This is an optimization exercise on Yosys and OpenROAD, whose aim is small area, a short achievable clock period and few clock cycles per item, not a production implementation.
RTL that was checked went through simulation tests only; none was proved equivalent to the original.

Design LWC, start of the top module:
module LWC ( 
   do_data, pdi_ready, sdi_ready, do_valid, do_last,
   pdi_data, sdi_data, pdi_valid, sdi_valid, do_ready, clk, rst
   ) ;
   output reg [31:0] do_data;
   output reg        pdi_ready, sdi_ready, do_valid, do_last;
   input [31:0]  pdi_data, sdi_data;
   input         pdi_valid, sdi_valid, do_ready;
   input         clk, rst;
   localparam IDLE = 5'd0,  KLD = 5'd1,  KHD = 5'd2,  KW  = 5'd3,
              ADH  = 5'd4,  ADS = 5'd5,  ADT = 5'd6,  NH  = 5'd7,
              NW   = 5'd8,  NWT = 5'd9,  MH  = 5'd10, MS  = 5'd11,
              TH   = 5'd12, TW  = 5'd13, ST  = 5'd14, VH  = 5'd15,
              VW   = 5'd16, VS  = 5'd17;
   localparam C_AD = 2'd0, C_N = 2'd1, C_M = 2'd2;
   reg [127:0] S, K, T3, NB, T2;
   reg [63:0]  Z;
   reg [4:0]   st;
   reg [1:0]   wc;
   reg [15:0]  seglen;
   reg         dec, fail, sclr;
   reg         tpart;
   reg         busy, first, par;
   reg [5:0]   rc;
   reg [1:0]   ctype;
   wire [127:0] tk2 = first ? NB : T2;
   wire [127:0] tk3 = first ? K  : T3;
   wire [63:0]  rk  = (par ? 64'h0 : Z) ^ tk2[127:64] ^ tk3[127:64];
   wire [127:0] sb, ka, sr, rout;
   genvar i;
   generate
      for (i = 0; i < 16; i = i + 1) begin : SBOXES
         SBox SB (.X(S[8*i+7:8*i]), .Y(sb[8*i+7:8*i]));
make LEC_CHECK=0 ABC_CLOCK_PERIOD_IN_PS=2800 CAP_MARGIN=20 CORE_MARGIN=2 CORE_UTILIZATION=40 SETUP_SLACK_MARGIN=2.5 SLEW_MARGIN=20 finish   # period 5.5 ns
run.sh (not shown) runs the stock make flow with config.mk's settings and CLKGATE_MAP_FILE= SYNTH_SCRIPT=/design/flow/synth_recipe.tcl, a recipe that flattens the netlist after the stock synthesis.
Testbench counts at the start, summed over its fixed seeds: cycles 61,408, bytes 18,726.
==> next run, changes <==
Settings changed: ABC_CLOCK_PERIOD_IN_PS 2800 to unset, SETUP_SLACK_MARGIN 2.5 to unset.
=> The new run finished clean; global-route usage shrinks by 1.1 points; via count shrinks by 5.5%; first-iteration DRC count rises by 0.71%; design area went down by 8.0%; area after synthesis is unchanged.

## 09-14
LWC, a different RTL version from the one above (not shown whole).
Size: about 5200 cells after synthesis, ~110 I/O pins.
clock: 5.5 ns
lec_check: 0
abc_area: 1
cap_margin: 20
core_margin: 2
core_utilization: 55
setup_slack_margin: 1.8
slew_margin: 20
For 12-02, these inputs were changed with respect to 09-14:
- swapping 1.8 for 2.0 in SETUP_SLACK_MARGIN
## What came out
- Multi-input gate share of the layout cell area: 09-14 vs 12-02, no meaningful difference
- From 09-14 to 12-02 the numbers moved as follows: cell area saw an increase, final standard cell utilization of the core saw an increase, final cell count without fillers grew by 62, setup slack picked up an extra 0.18 ns.
- Share of the clock period used by the worst path after layout for 12-02: 3.2 points down relative to 09-14
No functional check of the RTL was part of any run of this note.

LWC, a different RTL version from the one above (not shown whole).
Size: about 760 flip-flops, about 110 I/O pins, about 0.040 mm^2 of cells after synthesis.
==> flow/config.mk <==
export PLATFORM = sky130hd
export DESIGN_NAME = LWC
export DESIGN_NICKNAME = LWC
export VERILOG_FILES = /design/flow/design.v
export SDC_FILE = /design/flow/constraint.sdc
export NUM_CORES = 4
export LEC_CHECK = 0
export CAP_MARGIN = 20
export CORE_MARGIN = 2
export CORE_UTILIZATION = 40
export SETUP_SLACK_MARGIN = 1.0
export SLEW_MARGIN = 20
==> flow/constraint.sdc <==
create_clock -name core_clock -period 5.5 [get_ports {clk}]
set_input_delay 1.1000 -clock core_clock [delete_from_list [all_inputs] [get_ports {clk}]]
set_output_delay 1.1000 -clock core_clock [all_outputs]
set_load 0.01 [all_outputs]
The baseline ran to the end with no violations.
Rerun with:
- SETUP_SLACK_MARGIN: 1.0 -> 1.3
The changed run ran to the end with no violations.
Non-clock buffer count grows by 110.
Utilization climbs by 2.6 points.
No functional check of the RTL was part of any run of this note.

## run 1
Another version of the RTL of LWC (not shown whole).
Size: about 3700 cells after synthesis, about 110 I/O pins.
clock: 5.5 ns
lec_check: 0
abc_clock_period_in_ps: 4500
cap_margin: 20
core_margin: 2
core_utilization: 40
setup_slack_margin: 1.0
slew_margin: 20
Run 1 completed every stage of the flow, and the final layout passed the timing, DRC and antenna checks.
Testbench counts of run 1, summed over its fixed seeds: cycles 34,408, bytes 18,726.
Input changes introduced in run 2 (baseline for comparison: run 1):
- SETUP_SLACK_MARGIN no longer set, was 1.0
- ABC_CLOCK_PERIOD_IN_PS no longer set, was 4500
### Flow results
Summary: with run 1 as the reference, placement-stage cell area in run 2 moved up slightly.
Looking at layout overhead on the synthesized area across run 2 and run 1, the one that comes out higher is run 1.

Setup of v21:
LWC, a different RTL version from the one above (not shown whole).
Size in the first run: about 5100 cells after synthesis, about 38000 sq um of cells after synthesis.
export LEC_CHECK = 0
export ABC_AREA = 1
export CAP_MARGIN = 20
export CORE_MARGIN = 2
export CORE_UTILIZATION = 55
export SETUP_SLACK_MARGIN = 1.5
export SLEW_MARGIN = 20
create_clock -name core_clock -period 5.5 [get_ports {clk}]
v21: no failed stages, no open violations at the end
Testbench counts of v21, summed over its fixed seeds: cycles 34,200, bytes 18,726.
Input-level comparison between v41 and v21:
Settings: swapping 1.5 for 1.0 in SETUP_SLACK_MARGIN; swapping 55 for 70 in CORE_UTILIZATION.
v21 finished every step from synthesis to the final layout, and the layout passed the timing, DRC and antenna checks. v41 did not finish; the tool stopped in global routing (5_1_grt) with error GRT-0116. NOTE post-place instance area v21->v41 decreased slightly. Measured against v41, the chip width of v21 comes out at 1.13 times the reference value. Number of rows in the core area, v41 vs v21: down by more than 10%. Number of placed cells counting well taps down about 4% in v41 wrt v21. Re synthesized area: no difference whatsoever between v41 and v21.
Modified inputs, v54 compared to v41
Settings: setting CTS_BUF_LIST to sky130_fd_sc_hd__clkbuf_4 sky130_fd_sc_hd__clkbuf_8 for the first time; changing CORE_UTILIZATION from 70 to 55.
==> comparison <==
- v54: effective utilization at floorplan is 15 points lower than what v41 reported.
- Sort v41 and v54 by vertical die dimension asc -> top: v41
- Note that the cell row count recorded for v54 amounts to 1.13 times the value seen in v41.
- v54 ended up with a higher total cell area at the placement stage than v41 did.
- | count of H-tree levels built during CTS | v41 vs v54 | ≈ equal |
- The lower number of placed instances with taps included came out of v41.
- Number of buffers added on ports came out exactly the same in v41 and v54.
- As far as share of flip-flops with an asynchronous set or reset goes, v54 and v41 are indistinguishable; the numbers are identical.
- Compared with v41, v54 shows number of buffers created by CTS higher by 44.
- Summary across v41 and v54: the single failing run is v41.
- Diff v41..v54 | simple-gate share of the synthesized area | unchanged
- The post-place setup slack of v54 is lower than that of v41.
Input-level comparison between v36 and v54:
Settings: ABC_AREA removed (was 1); SETUP_SLACK_MARGIN changed from 1.0 to 1.8; CTS_BUF_LIST removed (was sky130_fd_sc_hd__clkbuf_4 sky130_fd_sc_hd__clkbuf_8).
Notes after the runs:
v36 ends up with a sequential fraction of total cell area that is 2.7 points lower than in v54.
Final design area excluding fillers ends up lower on v54.
Side by side, critical path depth turned out higher in v36 than in v54.
## Diff of input files: v35 against v36
Settings: ABC_AREA now 1, previously not set; SETUP_SLACK_MARGIN now 2.0, was 1.8.
Findings:
- v35: initial antenna violation count lower than v36
- Share of the final layout cell area in sequential cells was lower in v35 than in v36.
Inputs modified between v35 and v25:
Settings: SETUP_SLACK_MARGIN changed from 2.0 to 1.25.
Notes after the runs:
v25 — area of all sequential standard cells 100 sq um lower, v35 as reference
v25 ends up with a clock skew that is 0.024 ns higher than in v35.
Maximum cell stage delay along the critical path delta for v25 relative to v35: 0.03 ns higher
Looking only at last weighted congestion value of the routability-driven placer, and setting everything else aside, the lower value of v35 and v25 goes to v35.
Final worst setup slack, v35 and v25: larger value in v35
Worst setup slack after placement in v25 is 0.38 ns below v35.
Run comparison: v35 launching instance or port of the critical path pdi_data[29]; v25 launching instance or port of the critical path tst$_SDFFE_PP0P_

Another version of the RTL of LWC (not shown whole).
Size: about 5300 cells after synthesis, roughly 820 flip-flops, roughly 110 I/O pins, ~40000 um^2 of cells after synthesis.
export LEC_CHECK = 0
export ABC_AREA = 1
export CAP_MARGIN = 20
export CORE_MARGIN = 2
export CORE_UTILIZATION = 55
export SETUP_SLACK_MARGIN = 1.25
export SLEW_MARGIN = 20
create_clock -name core_clock -period 5.5 [get_ports {clk}]
The first run finished with timing, DRC and antenna clean.
Edit:
- SETUP_SLACK_MARGIN: 1.25 -> 1.0
Result:
- cell count is about the same
- design area came out lower by 0.32%
- clock-buffer cell count stays the same
- worst hold slack hardly moves
- maximum frequency fell by 5.6%
- global-route usage is about the same
Function was not checked in any run of this note: the RTL went through the layout flow alone.

Setup of violet:
LWC with an RTL version that a note above also has.
Size in the first run: ~5100 cells after synthesis, about 760 flip-flops, ~110 I/O pins, ~38000 µm² of cells after synthesis.
Settings: LEC_CHECK=0, ABC_AREA=1, CAP_MARGIN=20, CORE_MARGIN=2, CORE_UTILIZATION=55, SETUP_SLACK_MARGIN=1.65, SLEW_MARGIN=20; clock period 5.5 ns.
Testbench counts of violet, summed over its fixed seeds: cycles 34,200, bytes 18,726.
[inputs] nickel vs violet
- SETUP_SLACK_MARGIN: 1.65 -> 1.8
### Flow results
Wire length of the first global-routing pass went down slightly going from violet to nickel.
nickel improves on violet in final worst slack.
~same via count of the first global-routing pass in nickel and violet
Here is what was changed in the inputs of lagoon compared with nickel.
- SETUP_SLACK_MARGIN changed from 1.8 to 1.0
[summary]
- From nickel to lagoon the numbers moved as follows: maximum fanout along the worst path went down, number of instances in the synthesized netlist did not really move.
- lagoon | status: complete | timing, DRC, antenna: pass
- Compare lagoon and nickel | shortest period the worst path allows higher: lagoon
- Per the comparison of lagoon with nickel, ratio of final minimum period to clock period up 13 points; count of flip-flops with a built-in enable after synthesis flat.
- Re flip-flop and latch count: no difference whatsoever between lagoon and nickel.
- Relative to nickel, the share of final layout cell area taken by non-clock buffers of lagoon is lower by 1.3 points.
Inputs modified between lagoon and xenon:
- a deleted ABC_AREA that had been 1
Findings:
- xenon completed every stage of the flow, and the final layout passed the timing, DRC and antenna checks.
- Looking at xenon and lagoon, the sequential share of layout area is a wash.
- Area: xenon vs lagoon -> xenon larger
- Worst-path cell with the longest stage delay: sky130_fd_sc_hd__xor2_1 -> lagoon, sky130_fd_sc_hd__xnor2_1 -> xenon
- Number of optimization iterations in the first detailed-route pass, xenon and lagoon: higher on lagoon
- Cell count sits lower in xenon than in lagoon.
- Compared with lagoon, xenon shows a higher layout-stage area growth over the synthesis result.
- Diff lagoon -> xenon: floorplan die area saw a decrease; synthesized cell count shows a reduction of 761.
- Diff lagoon -> xenon | compound-cell area share of the yosys netlist | decrease of 0.55 points

LWC, a different RTL version from the one above (not shown whole).
For scale: about 4,500 cells after synthesis, about 780 flip-flops, roughly 110 I/O pins, about 41,000 um2 of cells after synthesis.
Design LWC, start of the top module:
module LWC ( 
   do_data, pdi_ready, sdi_ready, do_valid, do_last,
   pdi_data, sdi_data, pdi_valid, sdi_valid, do_ready, clk, rst
   ) ;
   output [31:0] do_data;
   output reg    pdi_ready, sdi_ready;
   output        do_valid, do_last;
   input [31:0]  pdi_data, sdi_data;
   input         pdi_valid, sdi_valid, do_ready;
   input         clk, rst;
   localparam R = 2;
   localparam IDLE = 5'd0,  KLD = 5'd1,  KHD = 5'd2,  KW  = 5'd3,
              ADH  = 5'd4,  ADS = 5'd5,  ADT = 5'd6,  NH  = 5'd7,
              NW   = 5'd8,  NWT = 5'd9,  MH  = 5'd10, MS  = 5'd11,
              TH   = 5'd12, TW  = 5'd13, ST  = 5'd14, VH  = 5'd15,
              VW   = 5'd16, VS  = 5'd17;
   localparam C_AD = 2'd0, C_N = 2'd1, C_M = 2'd2;
   reg [127:0] S, K, T3, NB, T2;
   reg [63:0]  Z;
   reg [4:0]   st;
   reg [1:0]   wc;
   reg [1:0]   g;              
   reg [15:0]  seglen;
   reg [3:0]   bm;             
   reg         blast, bpart, j3p;
   reg         dec, fail, sclr;
   reg         tpart;
   reg         busy, par;
   reg [5:0]   rc;
   reg [1:0]   ctype;
   reg [31:0]  od;
   reg         ov, ol;
   assign do_data  = od;
   assign do_valid = ov;
   assign do_last  = ol;
   wire [127:0] tk2 = T2;
   wire [127:0] tk3 = T3;
   wire [127:0] ks2a, ks3a, ks2, ks3, rout1, rout;
   wire [5:0]   rc2 = {rc[4:0], rc[5] ^ rc[4] ^ 1'b1};
   wire [63:0]  rk  = ((R == 1 && par) ? 64'h0 : Z) ^ tk2[127:64] ^ tk3[127:64];
   wire         last_rnd;
   SkinnyRound RND1 (.X(S), .RK(rk), .RC(rc), .Y(rout1));
==> flow/config.mk <==
export PLATFORM = sky130hd
export DESIGN_NAME = LWC
export DESIGN_NICKNAME = LWC
export VERILOG_FILES = /design/flow/design.v
export SDC_FILE = /design/flow/constraint.sdc
export NUM_CORES = 4
export LEC_CHECK = 0
export CAP_MARGIN = 20
export CORE_MARGIN = 2
export CORE_UTILIZATION = 40
export SETUP_SLACK_MARGIN = 0.4
export SLEW_MARGIN = 20
==> flow/constraint.sdc <==
create_clock -name core_clock -period 5.5 [get_ports {clk}]
set_input_delay 1.1000 -clock core_clock [delete_from_list [all_inputs] [get_ports {clk}]]
set_output_delay 1.1000 -clock core_clock [all_outputs]
set_load 0.01 [all_outputs]
The first run completed without violations.
==> next run, changes <==
SETUP_SLACK_MARGIN = 0.8   (was 0.4)
Core utilization rose by 1.2 points. Clock-buffer cell count fell by 11. Synthesized area does not change. Final area rose by a few percent. Die area stays the same. Setup slack improves by 0.27 ns.
No run of this note included a check of the RTL's function; only the layout flow was run.

## run A
Another version of the RTL of LWC (not shown whole).
For scale: roughly 5300 cells after synthesis, roughly 760 flip-flops, roughly 110 I/O pins, about 40000 um2 of cells after synthesis.
## LWC
module LWC ( 
   do_data, pdi_ready, sdi_ready, do_valid, do_last,
   pdi_data, sdi_data, pdi_valid, sdi_valid, do_ready, clk, rst
   ) ;
   output [31:0] do_data;
   output        pdi_ready, sdi_ready;
   output        do_valid, do_last;
   input [31:0]  pdi_data, sdi_data;
   input         pdi_valid, sdi_valid, do_ready;
   input         clk, rst;
   localparam R = 2;
   localparam IDLE = 0,  KLD = 1,  KHD = 2,  KW  = 3,
              ADH  = 4,  ADS = 5,  ADT = 6,  NH  = 7,
              NW   = 8,  NWT = 9,  MH  = 10, MS  = 11,
              TH   = 12, TW  = 13, ST  = 14, VH  = 15,
              VW   = 16, VS  = 17;
   localparam NS = 18;
   localparam C_AD = 2'd0, C_N = 2'd1, C_M = 2'd2;
   reg [127:0] S, K, T3, NB, T2;
   reg [63:0]  Z;
   reg [NS-1:0] st;
   reg [1:0]   g;              
   reg [1:0]   wc;             
   reg [11:0]  hi;             
   reg [3:0]   lo;             
   reg         full, blast;    
   reg         dec, fail, sclr;
   reg         tpart;
   reg         busy, par;
   reg [5:0]   rc;
   reg [1:0]   ctype;
   reg [1:0]   twc;            
   reg         tth, ttw, tst, tvs;    
   wire [127:0] ks2a, ks3a, ks2, ks3, rout1, rout;
   wire [5:0]   rc2 = {rc[4:0], rc[5] ^ rc[4] ^ 1'b1};
  ...
Settings: LEC_CHECK=0, ABC_AREA=1, CAP_MARGIN=20, CORE_MARGIN=2, CORE_UTILIZATION=55, SETUP_SLACK_MARGIN=1.0, SLEW_MARGIN=20; clock period 5.5 ns.
Run A reached the final stage; the timing, DRC and antenna checks on its layout passed.
Testbench counts of run A, summed over its fixed seeds: cycles 33,956, bytes 18,726.
> inputs changed (run A -> run B)
Settings: ABC_AREA no longer set, was 1.
Notes after the runs:
- In the metrics for run A and run B, the one carrying the lower highest fanout seen on the critical path is run A.
- Going from run A to run B, number of cells after detailed placement decreased 14%; clock buffer count increased 8.6%; all-layer global routing usage decreased 5.1 points; minimum setup slack in the final design increased 150 ps.
- When run B is set beside run A, its count of vias placed by the detailed router turns out to be 5004 smaller.
- Run comparison: run A startpoint of the most critical setup path Z[43]; run B startpoint of the most critical setup path S[62]
- On run B: worst slew margin relative to its limit is 3.3 points higher than what run A gave.
- Run B — synthesized cell count 868 lower, run A as reference

==> separate check: timing with driven ports <==
Ports are ideal in the flow. The routed layouts listed here were re-timed in OpenROAD. Step 1 sets driving cells, clkbuf_16 on the clock port and buf_2 on the other inputs (assumed; they add their load-dependent delay and slew). Step 2, shift: input delay + t, output delay - t, t = (earliest + latest rising clock arrival at the registers) / 2. This alone moves slack from input paths to output paths. a / b / c = ideal / step 1 / step 2; a / b = the first two.
run | shift t [ns] | setup WS [ns] | worst register clock-pin slew, ns
the first run of note 1 | 0.714 | 1.553 / 1.484 / 1.706 | 0.07 / 0.07
the second run of note 1 | 0.714 | 0.418 / 0.351 / 0.996 | 0.07 / 0.07
09-14 | 0.745 | 1.780 / 1.780 / 1.362 | 0.07 / 0.07
12-02 | 0.738 | 1.956 / 1.956 / 1.396 | 0.07 / 0.07
the first run of note 3 | 0.724 | 0.916 / 0.916 / 0.916 | 0.07 / 0.07
the second run of note 3 | 0.718 | 1.114 / 1.114 / 1.055 | 0.07 / 0.07
run 1 | 0.734 | 0.873 / 0.873 / 0.873 | 0.07 / 0.07
run 2 | 0.738 | 0.257 / 0.185 / 0.297 | 0.07 / 0.07
v21 | 0.724 | 1.408 / 1.408 / 1.080 | 0.07 / 0.07
v54 | 0.851 | 1.038 / 0.971 / 0.635 | 0.07 / 0.07
v36 | 0.714 | 1.325 / 1.325 / 1.325 | 0.07 / 0.07
v35 | 0.728 | 1.831 / 1.766 / 1.604 | 0.07 / 0.07
v25 | 0.720 | 1.327 / 1.256 / 0.917 | 0.07 / 0.07
the first run of note 6 | 0.726 | 1.327 / 1.262 / 0.774 | 0.07 / 0.07
the second run of note 6 | 0.733 | 1.081 / 1.013 / 0.769 | 0.07 / 0.07
violet | 0.720 | 1.594 / 1.594 / 1.204 | 0.07 / 0.07
nickel | 0.726 | 1.821 / 1.748 / 1.374 | 0.07 / 0.07
lagoon | 0.715 | 1.129 / 1.073 / 0.654 | 0.07 / 0.07
xenon | 0.724 | 1.071 / 1.004 / 1.071 | 0.07 / 0.07
the first run of note 8 | 0.741 | 0.539 / 0.539 / 0.274 | 0.07 / 0.07
the second run of note 8 | 0.718 | 0.813 / 0.813 / 0.514 | 0.07 / 0.07
run A | 0.731 | 0.916 / 0.916 / 0.658 | 0.07 / 0.07
run B | 0.714 | 1.061 / 1.061 / 1.061 | 0.07 / 0.07
After both steps every run listed still meets setup and hold. For 12-02, which loses most, drivers alone change the setup slack by 0.000 ns; drivers and shift together by -0.560 ns.
